Context: an optimization exercise on an open-source flow, tuned for small area and a short achievable clock period. The choices shown serve that exercise and are no tape-out recipe. For this run, only the layout was checked, not whether the RTL still works. Power is estimated from default activity; no workload was simulated.

==> design.v <==
module sad_8_2_arch1(clk,reset,org0,org1,org2,org3,org4,org5,org6,org7,
                               ref0,ref1,ref2,ref3,ref4,ref5,ref6,ref7,final_sum);
input          clk,reset;
input   [7:0]  ref0,ref1,ref2,ref3,ref4,ref5,ref6,ref7;
input   [7:0]  org0,org1,org2,org3,org4,org5,org6,org7;
output  [15:0] final_sum;
  wire [7:0] x0; wire B0;
  wire [7:0] p0;
  assign p0 = org0 ^ ref0;
  wire q0_G1, q0_P2;
  assign q0_G1 = (~org0[1] & ref0[1]) | (~p0[1] & (~org0[0] & ref0[0]));
  assign q0_P2 = ~p0[1] & ~p0[0];
  wire q0_G3, q0_P4;
  assign q0_G3 = (~org0[3] & ref0[3]) | (~p0[3] & (~org0[2] & ref0[2]));
  assign q0_P4 = ~p0[3] & ~p0[2];
  wire q0_G5, q0_P6;
  assign q0_G5 = (~org0[5] & ref0[5]) | (~p0[5] & (~org0[4] & ref0[4]));
  assign q0_P6 = ~p0[5] & ~p0[4];
  wire q0_G7, q0_P8;
  assign q0_G7 = (~org0[7] & ref0[7]) | (~p0[7] & (~org0[6] & ref0[6]));
  assign q0_P8 = ~p0[7] & ~p0[6];
  wire q0_G9, q0_P10;
  assign q0_G9 = (~org0[2] & ref0[2]) | (~p0[2] & q0_G1);
  assign q0_P10 = ~p0[2] & q0_P2;
  wire q0_G11, q0_P12;
  assign q0_G11 = q0_G3 | (q0_P4 & q0_G1);
  assign q0_P12 = q0_P4 & q0_P2;
  wire q0_G13, q0_P14;
  assign q0_G13 = (~org0[6] & ref0[6]) | (~p0[6] & q0_G5);
  assign q0_P14 = ~p0[6] & q0_P6;
  wire q0_G15, q0_P16;
  assign q0_G15 = q0_G7 | (q0_P8 & q0_G5);
  assign q0_P16 = q0_P8 & q0_P6;
  wire q0_G17, q0_P18;
  assign q0_G17 = (~org0[4] & ref0[4]) | (~p0[4] & q0_G11);
  assign q0_P18 = ~p0[4] & q0_P12;
  wire q0_G19, q0_P20;
  assign q0_G19 = q0_G5 | (q0_P6 & q0_G11);
  assign q0_P20 = q0_P6 & q0_P12;
  wire q0_G21, q0_P22;
  assign q0_G21 = q0_G13 | (q0_P14 & q0_G11);
  assign q0_P22 = q0_P14 & q0_P12;
  wire q0_G23, q0_P24;
  assign q0_G23 = q0_G15 | (q0_P16 & q0_G11);
  assign q0_P24 = q0_P16 & q0_P12;
  wire [8:0] b0 = {q0_G23, q0_G21, q0_G19, q0_G17, q0_G11, q0_G9, q0_G1, (~org0[0] & ref0[0]), 1'b0};
  assign B0 = b0[8];
  assign x0 = p0 ^ b0[7:0] ^ {8{B0}};
  wire [7:0] x1; wire B1;
  wire [7:0] p1;
  assign p1 = org1 ^ ref1;
  wire q1_G25, q1_P26;
  assign q1_G25 = (~org1[1] & ref1[1]) | (~p1[1] & (~org1[0] & ref1[0]));
  assign q1_P26 = ~p1[1] & ~p1[0];
  wire q1_G27, q1_P28;
  assign q1_G27 = (~org1[3] & ref1[3]) | (~p1[3] & (~org1[2] & ref1[2]));
  assign q1_P28 = ~p1[3] & ~p1[2];
  wire q1_G29, q1_P30;
  assign q1_G29 = (~org1[5] & ref1[5]) | (~p1[5] & (~org1[4] & ref1[4]));
  assign q1_P30 = ~p1[5] & ~p1[4];
  wire q1_G31, q1_P32;
  assign q1_G31 = (~org1[7] & ref1[7]) | (~p1[7] & (~org1[6] & ref1[6]));
  assign q1_P32 = ~p1[7] & ~p1[6];
  wire q1_G33, q1_P34;
  assign q1_G33 = (~org1[2] & ref1[2]) | (~p1[2] & q1_G25);
  assign q1_P34 = ~p1[2] & q1_P26;
  wire q1_G35, q1_P36;
  assign q1_G35 = q1_G27 | (q1_P28 & q1_G25);
  assign q1_P36 = q1_P28 & q1_P26;
  wire q1_G37, q1_P38;
  assign q1_G37 = (~org1[6] & ref1[6]) | (~p1[6] & q1_G29);
  assign q1_P38 = ~p1[6] & q1_P30;
  wire q1_G39, q1_P40;
  assign q1_G39 = q1_G31 | (q1_P32 & q1_G29);
  assign q1_P40 = q1_P32 & q1_P30;
  wire q1_G41, q1_P42;
  assign q1_G41 = (~org1[4] & ref1[4]) | (~p1[4] & q1_G35);
  assign q1_P42 = ~p1[4] & q1_P36;
  wire q1_G43, q1_P44;
  assign q1_G43 = q1_G29 | (q1_P30 & q1_G35);
  assign q1_P44 = q1_P30 & q1_P36;
  wire q1_G45, q1_P46;
  assign q1_G45 = q1_G37 | (q1_P38 & q1_G35);
  assign q1_P46 = q1_P38 & q1_P36;
  wire q1_G47, q1_P48;
  assign q1_G47 = q1_G39 | (q1_P40 & q1_G35);
  assign q1_P48 = q1_P40 & q1_P36;
  wire [8:0] b1 = {q1_G47, q1_G45, q1_G43, q1_G41, q1_G35, q1_G33, q1_G25, (~org1[0] & ref1[0]), 1'b0};
  assign B1 = b1[8];
  assign x1 = p1 ^ b1[7:0] ^ {8{B1}};
  wire [7:0] x2; wire B2;
  wire [7:0] p2;
  assign p2 = org2 ^ ref2;
  wire q2_G49, q2_P50;
  assign q2_G49 = (~org2[1] & ref2[1]) | (~p2[1] & (~org2[0] & ref2[0]));
  assign q2_P50 = ~p2[1] & ~p2[0];
  wire q2_G51, q2_P52;
  assign q2_G51 = (~org2[3] & ref2[3]) | (~p2[3] & (~org2[2] & ref2[2]));
  assign q2_P52 = ~p2[3] & ~p2[2];
  wire q2_G53, q2_P54;
  assign q2_G53 = (~org2[5] & ref2[5]) | (~p2[5] & (~org2[4] & ref2[4]));
  assign q2_P54 = ~p2[5] & ~p2[4];
  wire q2_G55, q2_P56;
  assign q2_G55 = (~org2[7] & ref2[7]) | (~p2[7] & (~org2[6] & ref2[6]));
  assign q2_P56 = ~p2[7] & ~p2[6];
  wire q2_G57, q2_P58;
  assign q2_G57 = (~org2[2] & ref2[2]) | (~p2[2] & q2_G49);
  assign q2_P58 = ~p2[2] & q2_P50;
  wire q2_G59, q2_P60;
  assign q2_G59 = q2_G51 | (q2_P52 & q2_G49);
  assign q2_P60 = q2_P52 & q2_P50;
  wire q2_G61, q2_P62;
  assign q2_G61 = (~org2[6] & ref2[6]) | (~p2[6] & q2_G53);
  assign q2_P62 = ~p2[6] & q2_P54;
  wire q2_G63, q2_P64;
  assign q2_G63 = q2_G55 | (q2_P56 & q2_G53);
  assign q2_P64 = q2_P56 & q2_P54;
  wire q2_G65, q2_P66;
  assign q2_G65 = (~org2[4] & ref2[4]) | (~p2[4] & q2_G59);
  assign q2_P66 = ~p2[4] & q2_P60;
  wire q2_G67, q2_P68;
  assign q2_G67 = q2_G53 | (q2_P54 & q2_G59);
  assign q2_P68 = q2_P54 & q2_P60;
  wire q2_G69, q2_P70;
  assign q2_G69 = q2_G61 | (q2_P62 & q2_G59);
  assign q2_P70 = q2_P62 & q2_P60;
  wire q2_G71, q2_P72;
  assign q2_G71 = q2_G63 | (q2_P64 & q2_G59);
  assign q2_P72 = q2_P64 & q2_P60;
  wire [8:0] b2 = {q2_G71, q2_G69, q2_G67, q2_G65, q2_G59, q2_G57, q2_G49, (~org2[0] & ref2[0]), 1'b0};
  assign B2 = b2[8];
  assign x2 = p2 ^ b2[7:0] ^ {8{B2}};
  wire [7:0] x3; wire B3;
  wire [7:0] p3;
  assign p3 = org3 ^ ref3;
  wire q3_G73, q3_P74;
  assign q3_G73 = (~org3[1] & ref3[1]) | (~p3[1] & (~org3[0] & ref3[0]));
  assign q3_P74 = ~p3[1] & ~p3[0];
  wire q3_G75, q3_P76;
  assign q3_G75 = (~org3[3] & ref3[3]) | (~p3[3] & (~org3[2] & ref3[2]));
  assign q3_P76 = ~p3[3] & ~p3[2];
  wire q3_G77, q3_P78;
  assign q3_G77 = (~org3[5] & ref3[5]) | (~p3[5] & (~org3[4] & ref3[4]));
  assign q3_P78 = ~p3[5] & ~p3[4];
  wire q3_G79, q3_P80;
  assign q3_G79 = (~org3[7] & ref3[7]) | (~p3[7] & (~org3[6] & ref3[6]));
  assign q3_P80 = ~p3[7] & ~p3[6];
  wire q3_G81, q3_P82;
  assign q3_G81 = (~org3[2] & ref3[2]) | (~p3[2] & q3_G73);
  assign q3_P82 = ~p3[2] & q3_P74;
  wire q3_G83, q3_P84;
  assign q3_G83 = q3_G75 | (q3_P76 & q3_G73);
  assign q3_P84 = q3_P76 & q3_P74;
  wire q3_G85, q3_P86;
  assign q3_G85 = (~org3[6] & ref3[6]) | (~p3[6] & q3_G77);
  assign q3_P86 = ~p3[6] & q3_P78;
  wire q3_G87, q3_P88;
  assign q3_G87 = q3_G79 | (q3_P80 & q3_G77);
  assign q3_P88 = q3_P80 & q3_P78;
  wire q3_G89, q3_P90;
  assign q3_G89 = (~org3[4] & ref3[4]) | (~p3[4] & q3_G83);
  assign q3_P90 = ~p3[4] & q3_P84;
  wire q3_G91, q3_P92;
  assign q3_G91 = q3_G77 | (q3_P78 & q3_G83);
  assign q3_P92 = q3_P78 & q3_P84;
  wire q3_G93, q3_P94;
  assign q3_G93 = q3_G85 | (q3_P86 & q3_G83);
  assign q3_P94 = q3_P86 & q3_P84;
  wire q3_G95, q3_P96;
  assign q3_G95 = q3_G87 | (q3_P88 & q3_G83);
  assign q3_P96 = q3_P88 & q3_P84;
  wire [8:0] b3 = {q3_G95, q3_G93, q3_G91, q3_G89, q3_G83, q3_G81, q3_G73, (~org3[0] & ref3[0]), 1'b0};
  assign B3 = b3[8];
  assign x3 = p3 ^ b3[7:0] ^ {8{B3}};
  wire [7:0] x4; wire B4;
  wire [7:0] p4;
  assign p4 = org4 ^ ref4;
  wire q4_G97, q4_P98;
  assign q4_G97 = (~org4[1] & ref4[1]) | (~p4[1] & (~org4[0] & ref4[0]));
  assign q4_P98 = ~p4[1] & ~p4[0];
  wire q4_G99, q4_P100;
  assign q4_G99 = (~org4[3] & ref4[3]) | (~p4[3] & (~org4[2] & ref4[2]));
  assign q4_P100 = ~p4[3] & ~p4[2];
  wire q4_G101, q4_P102;
  assign q4_G101 = (~org4[5] & ref4[5]) | (~p4[5] & (~org4[4] & ref4[4]));
  assign q4_P102 = ~p4[5] & ~p4[4];
  wire q4_G103, q4_P104;
  assign q4_G103 = (~org4[7] & ref4[7]) | (~p4[7] & (~org4[6] & ref4[6]));
  assign q4_P104 = ~p4[7] & ~p4[6];
  wire q4_G105, q4_P106;
  assign q4_G105 = (~org4[2] & ref4[2]) | (~p4[2] & q4_G97);
  assign q4_P106 = ~p4[2] & q4_P98;
  wire q4_G107, q4_P108;
  assign q4_G107 = q4_G99 | (q4_P100 & q4_G97);
  assign q4_P108 = q4_P100 & q4_P98;
  wire q4_G109, q4_P110;
  assign q4_G109 = (~org4[6] & ref4[6]) | (~p4[6] & q4_G101);
  assign q4_P110 = ~p4[6] & q4_P102;
  wire q4_G111, q4_P112;
  assign q4_G111 = q4_G103 | (q4_P104 & q4_G101);
  assign q4_P112 = q4_P104 & q4_P102;
  wire q4_G113, q4_P114;
  assign q4_G113 = (~org4[4] & ref4[4]) | (~p4[4] & q4_G107);
  assign q4_P114 = ~p4[4] & q4_P108;
  wire q4_G115, q4_P116;
  assign q4_G115 = q4_G101 | (q4_P102 & q4_G107);
  assign q4_P116 = q4_P102 & q4_P108;
  wire q4_G117, q4_P118;
  assign q4_G117 = q4_G109 | (q4_P110 & q4_G107);
  assign q4_P118 = q4_P110 & q4_P108;
  wire q4_G119, q4_P120;
  assign q4_G119 = q4_G111 | (q4_P112 & q4_G107);
  assign q4_P120 = q4_P112 & q4_P108;
  wire [8:0] b4 = {q4_G119, q4_G117, q4_G115, q4_G113, q4_G107, q4_G105, q4_G97, (~org4[0] & ref4[0]), 1'b0};
  assign B4 = b4[8];
  assign x4 = p4 ^ b4[7:0] ^ {8{B4}};
  wire [7:0] x5; wire B5;
  wire [7:0] p5;
  assign p5 = org5 ^ ref5;
  wire q5_G121, q5_P122;
  assign q5_G121 = (~org5[1] & ref5[1]) | (~p5[1] & (~org5[0] & ref5[0]));
  assign q5_P122 = ~p5[1] & ~p5[0];
  wire q5_G123, q5_P124;
  assign q5_G123 = (~org5[3] & ref5[3]) | (~p5[3] & (~org5[2] & ref5[2]));
  assign q5_P124 = ~p5[3] & ~p5[2];
  wire q5_G125, q5_P126;
  assign q5_G125 = (~org5[5] & ref5[5]) | (~p5[5] & (~org5[4] & ref5[4]));
  assign q5_P126 = ~p5[5] & ~p5[4];
  wire q5_G127, q5_P128;
  assign q5_G127 = (~org5[7] & ref5[7]) | (~p5[7] & (~org5[6] & ref5[6]));
  assign q5_P128 = ~p5[7] & ~p5[6];
  wire q5_G129, q5_P130;
  assign q5_G129 = (~org5[2] & ref5[2]) | (~p5[2] & q5_G121);
  assign q5_P130 = ~p5[2] & q5_P122;
  wire q5_G131, q5_P132;
  assign q5_G131 = q5_G123 | (q5_P124 & q5_G121);
  assign q5_P132 = q5_P124 & q5_P122;
  wire q5_G133, q5_P134;
  assign q5_G133 = (~org5[6] & ref5[6]) | (~p5[6] & q5_G125);
  assign q5_P134 = ~p5[6] & q5_P126;
  wire q5_G135, q5_P136;
  assign q5_G135 = q5_G127 | (q5_P128 & q5_G125);
  assign q5_P136 = q5_P128 & q5_P126;
  wire q5_G137, q5_P138;
  assign q5_G137 = (~org5[4] & ref5[4]) | (~p5[4] & q5_G131);
  assign q5_P138 = ~p5[4] & q5_P132;
  wire q5_G139, q5_P140;
  assign q5_G139 = q5_G125 | (q5_P126 & q5_G131);
  assign q5_P140 = q5_P126 & q5_P132;
  wire q5_G141, q5_P142;
  assign q5_G141 = q5_G133 | (q5_P134 & q5_G131);
  assign q5_P142 = q5_P134 & q5_P132;
  wire q5_G143, q5_P144;
  assign q5_G143 = q5_G135 | (q5_P136 & q5_G131);
  assign q5_P144 = q5_P136 & q5_P132;
  wire [8:0] b5 = {q5_G143, q5_G141, q5_G139, q5_G137, q5_G131, q5_G129, q5_G121, (~org5[0] & ref5[0]), 1'b0};
  assign B5 = b5[8];
  assign x5 = p5 ^ b5[7:0] ^ {8{B5}};
  wire [7:0] x6; wire B6;
  wire [7:0] p6;
  assign p6 = org6 ^ ref6;
  wire q6_G145, q6_P146;
  assign q6_G145 = (~org6[1] & ref6[1]) | (~p6[1] & (~org6[0] & ref6[0]));
  assign q6_P146 = ~p6[1] & ~p6[0];
  wire q6_G147, q6_P148;
  assign q6_G147 = (~org6[3] & ref6[3]) | (~p6[3] & (~org6[2] & ref6[2]));
  assign q6_P148 = ~p6[3] & ~p6[2];
  wire q6_G149, q6_P150;
  assign q6_G149 = (~org6[5] & ref6[5]) | (~p6[5] & (~org6[4] & ref6[4]));
  assign q6_P150 = ~p6[5] & ~p6[4];
  wire q6_G151, q6_P152;
  assign q6_G151 = (~org6[7] & ref6[7]) | (~p6[7] & (~org6[6] & ref6[6]));
  assign q6_P152 = ~p6[7] & ~p6[6];
  wire q6_G153, q6_P154;
  assign q6_G153 = (~org6[2] & ref6[2]) | (~p6[2] & q6_G145);
  assign q6_P154 = ~p6[2] & q6_P146;
  wire q6_G155, q6_P156;
  assign q6_G155 = q6_G147 | (q6_P148 & q6_G145);
  assign q6_P156 = q6_P148 & q6_P146;
  wire q6_G157, q6_P158;
  assign q6_G157 = (~org6[6] & ref6[6]) | (~p6[6] & q6_G149);
  assign q6_P158 = ~p6[6] & q6_P150;
  wire q6_G159, q6_P160;
  assign q6_G159 = q6_G151 | (q6_P152 & q6_G149);
  assign q6_P160 = q6_P152 & q6_P150;
  wire q6_G161, q6_P162;
  assign q6_G161 = (~org6[4] & ref6[4]) | (~p6[4] & q6_G155);
  assign q6_P162 = ~p6[4] & q6_P156;
  wire q6_G163, q6_P164;
  assign q6_G163 = q6_G149 | (q6_P150 & q6_G155);
  assign q6_P164 = q6_P150 & q6_P156;
  wire q6_G165, q6_P166;
  assign q6_G165 = q6_G157 | (q6_P158 & q6_G155);
  assign q6_P166 = q6_P158 & q6_P156;
  wire q6_G167, q6_P168;
  assign q6_G167 = q6_G159 | (q6_P160 & q6_G155);
  assign q6_P168 = q6_P160 & q6_P156;
  wire [8:0] b6 = {q6_G167, q6_G165, q6_G163, q6_G161, q6_G155, q6_G153, q6_G145, (~org6[0] & ref6[0]), 1'b0};
  assign B6 = b6[8];
  assign x6 = p6 ^ b6[7:0] ^ {8{B6}};
  wire [7:0] x7; wire B7;
  wire [7:0] p7;
  assign p7 = org7 ^ ref7;
  wire q7_G169, q7_P170;
  assign q7_G169 = (~org7[1] & ref7[1]) | (~p7[1] & (~org7[0] & ref7[0]));
  assign q7_P170 = ~p7[1] & ~p7[0];
  wire q7_G171, q7_P172;
  assign q7_G171 = (~org7[3] & ref7[3]) | (~p7[3] & (~org7[2] & ref7[2]));
  assign q7_P172 = ~p7[3] & ~p7[2];
  wire q7_G173, q7_P174;
  assign q7_G173 = (~org7[5] & ref7[5]) | (~p7[5] & (~org7[4] & ref7[4]));
  assign q7_P174 = ~p7[5] & ~p7[4];
  wire q7_G175, q7_P176;
  assign q7_G175 = (~org7[7] & ref7[7]) | (~p7[7] & (~org7[6] & ref7[6]));
  assign q7_P176 = ~p7[7] & ~p7[6];
  wire q7_G177, q7_P178;
  assign q7_G177 = (~org7[2] & ref7[2]) | (~p7[2] & q7_G169);
  assign q7_P178 = ~p7[2] & q7_P170;
  wire q7_G179, q7_P180;
  assign q7_G179 = q7_G171 | (q7_P172 & q7_G169);
  assign q7_P180 = q7_P172 & q7_P170;
  wire q7_G181, q7_P182;
  assign q7_G181 = (~org7[6] & ref7[6]) | (~p7[6] & q7_G173);
  assign q7_P182 = ~p7[6] & q7_P174;
  wire q7_G183, q7_P184;
  assign q7_G183 = q7_G175 | (q7_P176 & q7_G173);
  assign q7_P184 = q7_P176 & q7_P174;
  wire q7_G185, q7_P186;
  assign q7_G185 = (~org7[4] & ref7[4]) | (~p7[4] & q7_G179);
  assign q7_P186 = ~p7[4] & q7_P180;
  wire q7_G187, q7_P188;
  assign q7_G187 = q7_G173 | (q7_P174 & q7_G179);
  assign q7_P188 = q7_P174 & q7_P180;
  wire q7_G189, q7_P190;
  assign q7_G189 = q7_G181 | (q7_P182 & q7_G179);
  assign q7_P190 = q7_P182 & q7_P180;
  wire q7_G191, q7_P192;
  assign q7_G191 = q7_G183 | (q7_P184 & q7_G179);
  assign q7_P192 = q7_P184 & q7_P180;
  wire [8:0] b7 = {q7_G191, q7_G189, q7_G187, q7_G185, q7_G179, q7_G177, q7_G169, (~org7[0] & ref7[0]), 1'b0};
  assign B7 = b7[8];
  assign x7 = p7 ^ b7[7:0] ^ {8{B7}};
  wire as193, ac194;
  assign as193 = B0 ^ B1 ^ B2;
  assign ac194 = (B0 & B1) | (B2 & (B0 ^ B1));
  wire as195, ac196;
  assign as195 = B3 ^ B4 ^ B5;
  assign ac196 = (B3 & B4) | (B5 & (B3 ^ B4));
  wire as197, ac198;
  assign as197 = B6 ^ B7 ^ x0[0];
  assign ac198 = (B6 & B7) | (x0[0] & (B6 ^ B7));
  wire as199, ac200;
  assign as199 = x1[0] ^ x2[0] ^ x3[0];
  assign ac200 = (x1[0] & x2[0]) | (x3[0] & (x1[0] ^ x2[0]));
  wire as201, ac202;
  assign as201 = x4[0] ^ x5[0] ^ x6[0];
  assign ac202 = (x4[0] & x5[0]) | (x6[0] & (x4[0] ^ x5[0]));
  wire as203, ac204;
  assign as203 = x7[0] ^ as193 ^ as195;
  assign ac204 = (x7[0] & as193) | (as195 & (x7[0] ^ as193));
  wire as205, ac206;
  assign as205 = x0[1] ^ x1[1] ^ x2[1];
  assign ac206 = (x0[1] & x1[1]) | (x2[1] & (x0[1] ^ x1[1]));
  wire as207, ac208;
  assign as207 = x3[1] ^ x4[1] ^ x5[1];
  assign ac208 = (x3[1] & x4[1]) | (x5[1] & (x3[1] ^ x4[1]));
  wire as209, ac210;
  assign as209 = x6[1] ^ x7[1] ^ ac194;
  assign ac210 = (x6[1] & x7[1]) | (ac194 & (x6[1] ^ x7[1]));
  wire as211, ac212;
  assign as211 = ac196 ^ ac198 ^ ac200;
  assign ac212 = (ac196 & ac198) | (ac200 & (ac196 ^ ac198));
  wire as213, ac214;
  assign as213 = ac202 ^ as205 ^ as207;
  assign ac214 = (ac202 & as205) | (as207 & (ac202 ^ as205));
  wire as215, ac216;
  assign as215 = x0[2] ^ x1[2] ^ x2[2];
  assign ac216 = (x0[2] & x1[2]) | (x2[2] & (x0[2] ^ x1[2]));
  wire as217, ac218;
  assign as217 = x3[2] ^ x4[2] ^ x5[2];
  assign ac218 = (x3[2] & x4[2]) | (x5[2] & (x3[2] ^ x4[2]));
  wire as219, ac220;
  assign as219 = x6[2] ^ x7[2] ^ ac206;
  assign ac220 = (x6[2] & x7[2]) | (ac206 & (x6[2] ^ x7[2]));
  wire as221, ac222;
  assign as221 = ac208 ^ as215 ^ as217;
  assign ac222 = (ac208 & as215) | (as217 & (ac208 ^ as215));
  wire as223, ac224;
  assign as223 = ac210 ^ ac212 ^ as219;
  assign ac224 = (ac210 & ac212) | (as219 & (ac210 ^ ac212));
  wire as225, ac226;
  assign as225 = x0[3] ^ x1[3] ^ x2[3];
  assign ac226 = (x0[3] & x1[3]) | (x2[3] & (x0[3] ^ x1[3]));
  wire as227, ac228;
  assign as227 = x3[3] ^ x4[3] ^ x5[3];
  assign ac228 = (x3[3] & x4[3]) | (x5[3] & (x3[3] ^ x4[3]));
  wire as229, ac230;
  assign as229 = x6[3] ^ x7[3] ^ ac216;
  assign ac230 = (x6[3] & x7[3]) | (ac216 & (x6[3] ^ x7[3]));
  wire as231, ac232;
  assign as231 = ac218 ^ as225 ^ as227;
  assign ac232 = (ac218 & as225) | (as227 & (ac218 ^ as225));
  wire as233, ac234;
  assign as233 = ac220 ^ as229 ^ ac222;
  assign ac234 = (ac220 & as229) | (ac222 & (ac220 ^ as229));
  wire as235, ac236;
  assign as235 = x0[4] ^ x1[4] ^ x2[4];
  assign ac236 = (x0[4] & x1[4]) | (x2[4] & (x0[4] ^ x1[4]));
  wire as237, ac238;
  assign as237 = x3[4] ^ x4[4] ^ x5[4];
  assign ac238 = (x3[4] & x4[4]) | (x5[4] & (x3[4] ^ x4[4]));
  wire as239, ac240;
  assign as239 = x6[4] ^ x7[4] ^ ac226;
  assign ac240 = (x6[4] & x7[4]) | (ac226 & (x6[4] ^ x7[4]));
  wire as241, ac242;
  assign as241 = ac228 ^ as235 ^ as237;
  assign ac242 = (ac228 & as235) | (as237 & (ac228 ^ as235));
  wire as243, ac244;
  assign as243 = ac230 ^ as239 ^ ac232;
  assign ac244 = (ac230 & as239) | (ac232 & (ac230 ^ as239));
  wire as245, ac246;
  assign as245 = x0[5] ^ x1[5] ^ x2[5];
  assign ac246 = (x0[5] & x1[5]) | (x2[5] & (x0[5] ^ x1[5]));
  wire as247, ac248;
  assign as247 = x3[5] ^ x4[5] ^ x5[5];
  assign ac248 = (x3[5] & x4[5]) | (x5[5] & (x3[5] ^ x4[5]));
  wire as249, ac250;
  assign as249 = x6[5] ^ x7[5] ^ ac236;
  assign ac250 = (x6[5] & x7[5]) | (ac236 & (x6[5] ^ x7[5]));
  wire as251, ac252;
  assign as251 = ac238 ^ as245 ^ as247;
  assign ac252 = (ac238 & as245) | (as247 & (ac238 ^ as245));
  wire as253, ac254;
  assign as253 = ac240 ^ as249 ^ ac242;
  assign ac254 = (ac240 & as249) | (ac242 & (ac240 ^ as249));
  wire as255, ac256;
  assign as255 = x0[6] ^ x1[6] ^ x2[6];
  assign ac256 = (x0[6] & x1[6]) | (x2[6] & (x0[6] ^ x1[6]));
  wire as257, ac258;
  assign as257 = x3[6] ^ x4[6] ^ x5[6];
  assign ac258 = (x3[6] & x4[6]) | (x5[6] & (x3[6] ^ x4[6]));
  wire as259, ac260;
  assign as259 = x6[6] ^ x7[6] ^ ac246;
  assign ac260 = (x6[6] & x7[6]) | (ac246 & (x6[6] ^ x7[6]));
  wire as261, ac262;
  assign as261 = ac248 ^ as255 ^ as257;
  assign ac262 = (ac248 & as255) | (as257 & (ac248 ^ as255));
  wire as263, ac264;
  assign as263 = ac250 ^ as259 ^ ac252;
  assign ac264 = (ac250 & as259) | (ac252 & (ac250 ^ as259));
  wire as265, ac266;
  assign as265 = x0[7] ^ x1[7] ^ x2[7];
  assign ac266 = (x0[7] & x1[7]) | (x2[7] & (x0[7] ^ x1[7]));
  wire as267, ac268;
  assign as267 = x3[7] ^ x4[7] ^ x5[7];
  assign ac268 = (x3[7] & x4[7]) | (x5[7] & (x3[7] ^ x4[7]));
  wire as269, ac270;
  assign as269 = x6[7] ^ x7[7] ^ ac256;
  assign ac270 = (x6[7] & x7[7]) | (ac256 & (x6[7] ^ x7[7]));
  wire as271, ac272;
  assign as271 = ac258 ^ as265 ^ as267;
  assign ac272 = (ac258 & as265) | (as267 & (ac258 ^ as265));
  wire as273, ac274;
  assign as273 = ac260 ^ as269 ^ ac262;
  assign ac274 = (ac260 & as269) | (ac262 & (ac260 ^ as269));
  wire as275, ac276;
  assign as275 = ac266 ^ ac268 ^ ac270;
  assign ac276 = (ac266 & ac268) | (ac270 & (ac266 ^ ac268));
  reg p0_0, p0_1, p0_2, p0_3, p1_0, p1_1, p1_2, p1_3, p2_0, p2_1, p2_2, p3_0, p3_1, p3_2, p4_0, p4_1, p4_2, p5_0, p5_1, p5_2, p6_0, p6_1, p6_2, p7_0, p7_1, p7_2, p8_0, p8_1, p8_2, p9_0;
  reg reset_l;
  always @(posedge clk) begin
    p0_0 <= as197;
    p0_1 <= as199;
    p0_2 <= as201;
    p0_3 <= as203;
    p1_0 <= ac204;
    p1_1 <= as209;
    p1_2 <= as211;
    p1_3 <= as213;
    p2_0 <= ac214;
    p2_1 <= as221;
    p2_2 <= as223;
    p3_0 <= as231;
    p3_1 <= ac224;
    p3_2 <= as233;
    p4_0 <= as241;
    p4_1 <= ac234;
    p4_2 <= as243;
    p5_0 <= as251;
    p5_1 <= ac244;
    p5_2 <= as253;
    p6_0 <= as261;
    p6_1 <= ac254;
    p6_2 <= as263;
    p7_0 <= as271;
    p7_1 <= ac264;
    p7_2 <= as273;
    p8_0 <= ac272;
    p8_1 <= ac274;
    p8_2 <= as275;
    p9_0 <= ac276;
    reset_l <= reset;
  end
  reg [15:0] sum_reg;
  wire bs277, bc278;
  assign bs277 = p0_0 ^ p0_1 ^ p0_2;
  assign bc278 = (p0_0 & p0_1) | (p0_2 & (p0_0 ^ p0_1));
  wire bs279, bc280;
  assign bs279 = p0_3 ^ sum_reg[0] ^ bs277;
  assign bc280 = (p0_3 & sum_reg[0]) | (bs277 & (p0_3 ^ sum_reg[0]));
  wire bs281, bc282;
  assign bs281 = p1_0 ^ p1_1 ^ p1_2;
  assign bc282 = (p1_0 & p1_1) | (p1_2 & (p1_0 ^ p1_1));
  wire bs283, bc284;
  assign bs283 = p1_3 ^ sum_reg[1] ^ bc278;
  assign bc284 = (p1_3 & sum_reg[1]) | (bc278 & (p1_3 ^ sum_reg[1]));
  wire bs285, bc286;
  assign bs285 = bs281 ^ bc280 ^ bs283;
  assign bc286 = (bs281 & bc280) | (bs283 & (bs281 ^ bc280));
  wire bs287, bc288;
  assign bs287 = p2_0 ^ p2_1 ^ p2_2;
  assign bc288 = (p2_0 & p2_1) | (p2_2 & (p2_0 ^ p2_1));
  wire bs289, bc290;
  assign bs289 = sum_reg[2] ^ bc282 ^ bs287;
  assign bc290 = (sum_reg[2] & bc282) | (bs287 & (sum_reg[2] ^ bc282));
  wire bs291, bc292;
  assign bs291 = bc284 ^ bs289 ^ bc286;
  assign bc292 = (bc284 & bs289) | (bc286 & (bc284 ^ bs289));
  wire bs293, bc294;
  assign bs293 = p3_0 ^ p3_1 ^ p3_2;
  assign bc294 = (p3_0 & p3_1) | (p3_2 & (p3_0 ^ p3_1));
  wire bs295, bc296;
  assign bs295 = sum_reg[3] ^ bc288 ^ bs293;
  assign bc296 = (sum_reg[3] & bc288) | (bs293 & (sum_reg[3] ^ bc288));
  wire bs297, bc298;
  assign bs297 = bc290 ^ bs295 ^ bc292;
  assign bc298 = (bc290 & bs295) | (bc292 & (bc290 ^ bs295));
  wire bs299, bc300;
  assign bs299 = p4_0 ^ p4_1 ^ p4_2;
  assign bc300 = (p4_0 & p4_1) | (p4_2 & (p4_0 ^ p4_1));
  wire bs301, bc302;
  assign bs301 = sum_reg[4] ^ bc294 ^ bs299;
  assign bc302 = (sum_reg[4] & bc294) | (bs299 & (sum_reg[4] ^ bc294));
  wire bs303, bc304;
  assign bs303 = bc296 ^ bs301 ^ bc298;
  assign bc304 = (bc296 & bs301) | (bc298 & (bc296 ^ bs301));
  wire bs305, bc306;
  assign bs305 = p5_0 ^ p5_1 ^ p5_2;
  assign bc306 = (p5_0 & p5_1) | (p5_2 & (p5_0 ^ p5_1));
  wire bs307, bc308;
  assign bs307 = sum_reg[5] ^ bc300 ^ bs305;
  assign bc308 = (sum_reg[5] & bc300) | (bs305 & (sum_reg[5] ^ bc300));
  wire bs309, bc310;
  assign bs309 = bc302 ^ bs307 ^ bc304;
  assign bc310 = (bc302 & bs307) | (bc304 & (bc302 ^ bs307));
  wire bs311, bc312;
  assign bs311 = p6_0 ^ p6_1 ^ p6_2;
  assign bc312 = (p6_0 & p6_1) | (p6_2 & (p6_0 ^ p6_1));
  wire bs313, bc314;
  assign bs313 = sum_reg[6] ^ bc306 ^ bs311;
  assign bc314 = (sum_reg[6] & bc306) | (bs311 & (sum_reg[6] ^ bc306));
  wire bs315, bc316;
  assign bs315 = bc308 ^ bs313 ^ bc310;
  assign bc316 = (bc308 & bs313) | (bc310 & (bc308 ^ bs313));
  wire bs317, bc318;
  assign bs317 = p7_0 ^ p7_1 ^ p7_2;
  assign bc318 = (p7_0 & p7_1) | (p7_2 & (p7_0 ^ p7_1));
  wire bs319, bc320;
  assign bs319 = sum_reg[7] ^ bc312 ^ bs317;
  assign bc320 = (sum_reg[7] & bc312) | (bs317 & (sum_reg[7] ^ bc312));
  wire bs321, bc322;
  assign bs321 = bc314 ^ bs319 ^ bc316;
  assign bc322 = (bc314 & bs319) | (bc316 & (bc314 ^ bs319));
  wire bs323, bc324;
  assign bs323 = p8_0 ^ p8_1 ^ p8_2;
  assign bc324 = (p8_0 & p8_1) | (p8_2 & (p8_0 ^ p8_1));
  wire bs325, bc326;
  assign bs325 = sum_reg[8] ^ bc318 ^ bs323;
  assign bc326 = (sum_reg[8] & bc318) | (bs323 & (sum_reg[8] ^ bc318));
  wire bs327, bc328;
  assign bs327 = bc320 ^ bs325 ^ bc322;
  assign bc328 = (bc320 & bs325) | (bc322 & (bc320 ^ bs325));
  wire bs329, bc330;
  assign bs329 = p9_0 ^ sum_reg[9] ^ bc324;
  assign bc330 = (p9_0 & sum_reg[9]) | (bc324 & (p9_0 ^ sum_reg[9]));
  wire bs331, bc332;
  assign bs331 = bc326 ^ bs329 ^ bc328;
  assign bc332 = (bc326 & bs329) | (bc328 & (bc326 ^ bs329));
  wire bs333, bc334;
  assign bs333 = sum_reg[10] ^ bc330 ^ bc332;
  assign bc334 = (sum_reg[10] & bc330) | (bc332 & (sum_reg[10] ^ bc330));
  wire [15:0] ra = {1'b0, sum_reg[14], sum_reg[13], sum_reg[12], sum_reg[11], bs333, bs331, bs327, bs321, bs315, bs309, bs303, bs297, bs291, bs285, bs279};
  wire [15:0] rb = {1'b0, 1'b0, 1'b0, 1'b0, bc334, 1'b0, 1'b0, 1'b0, 1'b0, 1'b0, 1'b0, 1'b0, 1'b0, 1'b0, 1'b0, 1'b0};
  wire [15:0] sg = ra & rb;
  wire [15:0] sp = ra ^ rb;
  wire zG335, zP336;
  assign zG335 = sg[15] | (sp[15] & sg[14]);
  assign zP336 = sp[15] & sp[14];
  wire zG337, zP338;
  assign zG337 = sg[14] | (sp[14] & sg[13]);
  assign zP338 = sp[14] & sp[13];
  wire zG339, zP340;
  assign zG339 = sg[13] | (sp[13] & sg[12]);
  assign zP340 = sp[13] & sp[12];
  wire zG341, zP342;
  assign zG341 = sg[12] | (sp[12] & sg[11]);
  assign zP342 = sp[12] & sp[11];
  wire zG343, zP344;
  assign zG343 = sg[11] | (sp[11] & sg[10]);
  assign zP344 = sp[11] & sp[10];
  wire zG345, zP346;
  assign zG345 = sg[10] | (sp[10] & sg[9]);
  assign zP346 = sp[10] & sp[9];
  wire zG347, zP348;
  assign zG347 = sg[9] | (sp[9] & sg[8]);
  assign zP348 = sp[9] & sp[8];
  wire zG349, zP350;
  assign zG349 = sg[8] | (sp[8] & sg[7]);
  assign zP350 = sp[8] & sp[7];
  wire zG351, zP352;
  assign zG351 = sg[7] | (sp[7] & sg[6]);
  assign zP352 = sp[7] & sp[6];
  wire zG353, zP354;
  assign zG353 = sg[6] | (sp[6] & sg[5]);
  assign zP354 = sp[6] & sp[5];
  wire zG355, zP356;
  assign zG355 = sg[5] | (sp[5] & sg[4]);
  assign zP356 = sp[5] & sp[4];
  wire zG357, zP358;
  assign zG357 = sg[4] | (sp[4] & sg[3]);
  assign zP358 = sp[4] & sp[3];
  wire zG359, zP360;
  assign zG359 = sg[3] | (sp[3] & sg[2]);
  assign zP360 = sp[3] & sp[2];
  wire zG361, zP362;
  assign zG361 = sg[2] | (sp[2] & sg[1]);
  assign zP362 = sp[2] & sp[1];
  wire zG363, zP364;
  assign zG363 = sg[1] | (sp[1] & sg[0]);
  assign zP364 = sp[1] & sp[0];
  wire zG365, zP366;
  assign zG365 = zG335 | (zP336 & zG339);
  assign zP366 = zP336 & zP340;
  wire zG367, zP368;
  assign zG367 = zG337 | (zP338 & zG341);
  assign zP368 = zP338 & zP342;
  wire zG369, zP370;
  assign zG369 = zG339 | (zP340 & zG343);
  assign zP370 = zP340 & zP344;
  wire zG371, zP372;
  assign zG371 = zG341 | (zP342 & zG345);
  assign zP372 = zP342 & zP346;
  wire zG373, zP374;
  assign zG373 = zG343 | (zP344 & zG347);
  assign zP374 = zP344 & zP348;
  wire zG375, zP376;
  assign zG375 = zG345 | (zP346 & zG349);
  assign zP376 = zP346 & zP350;
  wire zG377, zP378;
  assign zG377 = zG347 | (zP348 & zG351);
  assign zP378 = zP348 & zP352;
  wire zG379, zP380;
  assign zG379 = zG349 | (zP350 & zG353);
  assign zP380 = zP350 & zP354;
  wire zG381, zP382;
  assign zG381 = zG351 | (zP352 & zG355);
  assign zP382 = zP352 & zP356;
  wire zG383, zP384;
  assign zG383 = zG353 | (zP354 & zG357);
  assign zP384 = zP354 & zP358;
  wire zG385, zP386;
  assign zG385 = zG355 | (zP356 & zG359);
  assign zP386 = zP356 & zP360;
  wire zG387, zP388;
  assign zG387 = zG357 | (zP358 & zG361);
  assign zP388 = zP358 & zP362;
  wire zG389, zP390;
  assign zG389 = zG359 | (zP360 & zG363);
  assign zP390 = zP360 & zP364;
  wire zG391, zP392;
  assign zG391 = zG361 | (zP362 & sg[0]);
  assign zP392 = zP362 & sp[0];
  wire zG393, zP394;
  assign zG393 = zG365 | (zP366 & zG373);
  assign zP394 = zP366 & zP374;
  wire zG395, zP396;
  assign zG395 = zG367 | (zP368 & zG375);
  assign zP396 = zP368 & zP376;
  wire zG397, zP398;
  assign zG397 = zG369 | (zP370 & zG377);
  assign zP398 = zP370 & zP378;
  wire zG399, zP400;
  assign zG399 = zG371 | (zP372 & zG379);
  assign zP400 = zP372 & zP380;
  wire zG401, zP402;
  assign zG401 = zG373 | (zP374 & zG381);
  assign zP402 = zP374 & zP382;
  wire zG403, zP404;
  assign zG403 = zG375 | (zP376 & zG383);
  assign zP404 = zP376 & zP384;
  wire zG405, zP406;
  assign zG405 = zG377 | (zP378 & zG385);
  assign zP406 = zP378 & zP386;
  wire zG407, zP408;
  assign zG407 = zG379 | (zP380 & zG387);
  assign zP408 = zP380 & zP388;
  wire zG409, zP410;
  assign zG409 = zG381 | (zP382 & zG389);
  assign zP410 = zP382 & zP390;
  wire zG411, zP412;
  assign zG411 = zG383 | (zP384 & zG391);
  assign zP412 = zP384 & zP392;
  wire zG413, zP414;
  assign zG413 = zG385 | (zP386 & zG363);
  assign zP414 = zP386 & zP364;
  wire zG415, zP416;
  assign zG415 = zG387 | (zP388 & sg[0]);
  assign zP416 = zP388 & sp[0];
  wire zG417, zP418;
  assign zG417 = zG393 | (zP394 & zG409);
  assign zP418 = zP394 & zP410;
  wire zG419, zP420;
  assign zG419 = zG395 | (zP396 & zG411);
  assign zP420 = zP396 & zP412;
  wire zG421, zP422;
  assign zG421 = zG397 | (zP398 & zG413);
  assign zP422 = zP398 & zP414;
  wire zG423, zP424;
  assign zG423 = zG399 | (zP400 & zG415);
  assign zP424 = zP400 & zP416;
  wire zG425, zP426;
  assign zG425 = zG401 | (zP402 & zG389);
  assign zP426 = zP402 & zP390;
  wire zG427, zP428;
  assign zG427 = zG403 | (zP404 & zG391);
  assign zP428 = zP404 & zP392;
  wire zG429, zP430;
  assign zG429 = zG405 | (zP406 & zG363);
  assign zP430 = zP406 & zP364;
  wire zG431, zP432;
  assign zG431 = zG407 | (zP408 & sg[0]);
  assign zP432 = zP408 & sp[0];
  wire [15:0] cc = {zG419, zG421, zG423, zG425, zG427, zG429, zG431, zG409, zG411, zG413, zG415, zG389, zG391, zG363, sg[0], 1'b0};
  wire [15:0] nsum = sp ^ cc;
  always @(posedge clk)
    if (reset_l) sum_reg <= 16'd0;
    else         sum_reg <= nsum;
  assign final_sum = sum_reg;
endmodule
==> run.sh <==
#!/bin/bash
# synth_recipe.tcl (not shown) runs the flow's synth.tcl, then flattens the netlist and writes it again
# the make line also repeats each setting of config.mk as NAME=value (left out here)
make -C /OpenROAD-flow-scripts/flow DESIGN_CONFIG=/design/flow/config.mk WORK_HOME=/design/flow/orfs CLKGATE_MAP_FILE= SYNTH_SCRIPT=/design/flow/synth_recipe.tcl finish
==> config.mk <==
export PLATFORM = sky130hd
export DESIGN_NAME = sad_8_2_arch1
export DESIGN_NICKNAME = sad_8_2_arch1
export VERILOG_FILES = /design/flow/design.v
export SDC_FILE = /design/flow/constraint.sdc
export NUM_CORES = 4
export LEC_CHECK = 0
export CAP_MARGIN = 20
export CORE_MARGIN = 2
export CORE_UTILIZATION = 40
export SETUP_SLACK_MARGIN = 1.5
export SLEW_MARGIN = 20
==> constraint.sdc <==
create_clock -name core_clock -period 6.5 [get_ports {clk}]
set_input_delay 1.3000 -clock core_clock [delete_from_list [all_inputs] [get_ports {clk}]]
set_output_delay 1.3000 -clock core_clock [all_outputs]
set_load 0.01 [all_outputs]
==> run summary <==
-- Yosys cell counts, types with 4 or more instances --
cell type  number  area [um^2]
o21ai_2         5         43.8
dfxtp_1        47          941
inv_1         180          676
nor2_1         26         97.6
nand2_1        26         97.6
mux2_2          4         45.0
nand3_1         8         40.0
a21o_1         10         75.1
xnor2_1        50          438
nor4_1          4         25.0
nor2b_1         7         43.8
a21oi_1        16         80.1
a211oi_1        6         45.0
mux2i_1        10          100
ha_1           58          726
fa_1           95         1900
xor2_1         26          228
-- area by class of cell --
cell class / count / share of cell area, %
Timing Repair Buffer: 145 / 18.4
Clock buffer: 6 / 1.63
Multi-Input combinational cell: 397 / 56.6
Tap cell: 184 / 2.91
Inverter: 180 / 8.55
Sequential cell: 47 / 11.9
-- worst min path at each step --
stage                           start          end
after CTS                 sum_reg[14]  sum_reg[14]
after detailed placement  sum_reg[14]  sum_reg[14]
after global routing      sum_reg[14]  sum_reg[15]
final                     sum_reg[14]  sum_reg[14]
after global placement    sum_reg[14]  sum_reg[14]
after floorplan               reset_l  sum_reg[13]
-- per-layer routing --
metal / GRT usage [%] / routed length (um) / vias up / share of wire [%]
met5: 0 / 0 / - / 0
met4: 2.39 / 101 / 0 / 0.78
met3: 2.05 / 577 / 8 / 4.5
met2: 31.5 / 6660 / 103 / 51
met1: 22.2 / 5620 / 2098 / 43
li1: - / - / 2221 / -
-- power by group --
part / switching [mW] / leakage [nW] / internal [mW]
Clock: 0.0932 / 0.0628 / 0.138
Combinational: 1.12 / 3.30 / 1.01
Sequential: 0.0674 / 0.394 / 0.462
Total: 1.28 / 3.76 / 1.61
-- cells by family after synthesis --
kind of cell    synth area share (%)
buf+inv                         11.8
compound gates                  9.39
mux                             2.39
simple gates                    6.59
xor+xnor                        11.0
fa+ha+maj                       43.4
flops                           15.5
-- through the flow --
step	utilization [%]	setup WS (ns)
finish	54.0	1.24
global route	54.0	1.08
CTS	54.0	1.20
detailed placement	53.0	1.20
global placement	53.0	1.29
floorplan	-	1.38
-- what timing repair did --
item                       CTS  global route
pin swaps                    1             1
setup endpoints to repair    6             6
gates resized for setup      4             0
-- tightest hold or removal path, cell delays in order (launching register included) --
cell,delay [ns]
dfxtp_1,0.37
xor2_1,0.08
nor2_1,0.07
==> results.cfg <==
[die]
pin_count = 146
die_y_um = 127
start_util_pct = 41.4
rows = 44
die_area_um2 = 16200
die_w_um = 127
core_um2 = 14600

[worst_setup_path]
cpMaxStageDelayCell = fa_2
cp-end-kind = flop
critPathMaxFanout = 2
startpoint = p0_0
worstSetupPathType = reg2reg
r2r_setup_slack_ns = 1.24
cpPeakStageDelay_ns = 0.56
r2r-end = sum_reg[12]
worstRegToRegCells = 19
path_cells = fa_2, inv_2, fa_2, fa_2, fa_2, fa_2, fa_2, fa_2, fa_2, fa_2, fa_2, inv_2, fa_2, inv_2, fa_2, inv_2, ha_4, ha_4, nor2b_1
crit_arrival_ns = 5.40
crit_buf_inv = 4
path_common_cell = fa_2
path_depth = 19
worst_setup_path_start_kind = flop
cp_top_family = adder cells
required_ns = 6.64
worstReg2RegStart = p0_0
cp-endpoint = sum_reg[12]

[logic_synthesis]
syn_inst = 628
avgSynthCellArea_um2 = 9.65
synth_nets = 911
ys_ff_latch = 47
syn_area_um2 = 6060
yosysSeqAreaShare_pct = 15.5
synth_ff_type = dfxtp_1
synth_edf_count = 0
ys_warn_count = 1
synth.distinct_cells = 48
async_flop_share_pct = 0

[sta]
relSlewSlack_pct = 60.5
finalSetupViolations = 0
worst_hold_slack_ns = 0.551
hold_violations = 0
post-route-min-period_ns = 5.26
finalClockSkew_ns = 0.00367
drv_slew = 0
period_share_pct = 80.9
max_clock_freq_ghz = 0.190
tightest_slew_ns = 0.592
rsz0062_at_grt = true
setup_tns_ns = 0

[detailed_routing]
vias_per_cell = 4.62
postRouteAntennaNets = 0
drcViolationCount = 0
dr.pass1.iters = 4
wl_per_cell_um = 13.5
dr.first_iter.drc_count = 109
routed_wl_um = 13000
vias = 4430

[placement]
gp_congestion = 0.808
io_buffers = 145
hpwl_um = 11900
place_inst = 953
dpl-instance-area_um2 = 7760

[layout]
multi_input_area_um2 = 4470
finalNetCount = 1059
num_antenna_cells = 0
fin_area_um2 = 7900
instances_no_fill = 959
mostFrequentLayoutCells = inv_1 (176), clkdlybuf4s50_1 (145), fa_1 (83), ha_1 (56), xnor2_1 (49)
n_fill_cell = 1310
layout_commonest_cell = inv_1
largest_reg_flops = 16
ff_latch_area_um2 = 942
layout-drive-gt1-share_pct = 6.45
areaGrowthSynthToFinish_pct = 30.4

[clock_tree]
clk_latency_ns = 0.28
htreeDepth = 2
clkTransAtPathRegs_ns = 0.06
cts_tree = done
clock_sinks = 47
cts_setup_buffers = 0
holdBufCountCts = 0
clockBufferDepth = 2
cts_buffers = 5
root_buffer = clkbuf_16

[pwr]
powerDensity_nw_per_um2 = 366
power_leakage_nw = 3.76
power_mw = 2.89
peakVddDrop_mv = 0.298

[global_routing]
grt_pass1_vias = 4820
grt.total_usage_pct = 17.1
antenna_found_initial = 0
grt_max_degree = 17
grt_pass1_wl_um = 22200
grt-ovfl-total = 0

[status]
status = no timing/DRC/antenna violations

[min_path]
hold_path.class = reg2reg
hold_depth = 2

[job]
max_cap_viol_count = 0

-- port drivers added, routing unchanged --
The results above use ideal ports. As a check the final layout listed here was re-extracted and re-timed, cells and wires unchanged.
Step 1, drivers: a clkbuf_16 drives clk and a buf_2 each remaining input, both assumed.
Step 2 also shifts input and output timing later by t, the mid clock arrival at the registers, as if the neighbouring blocks saw the same clock.
Three values: no drivers, after step 1, after step 2; two values: the first two.
shift t [ns]: 0.310
setup WS [ns]: 1.241 / 1.241 / 1.241
slew at the worst register clock pin (ns): 0.06 / 0.06
worst slew at a driven data input, ns: 0.06
pins driven straight from the clock port: 1
After both steps this run still meets setup and hold. For this run, drivers alone change the setup slack by 0.000 ns; drivers and shift together by 0.000 ns.
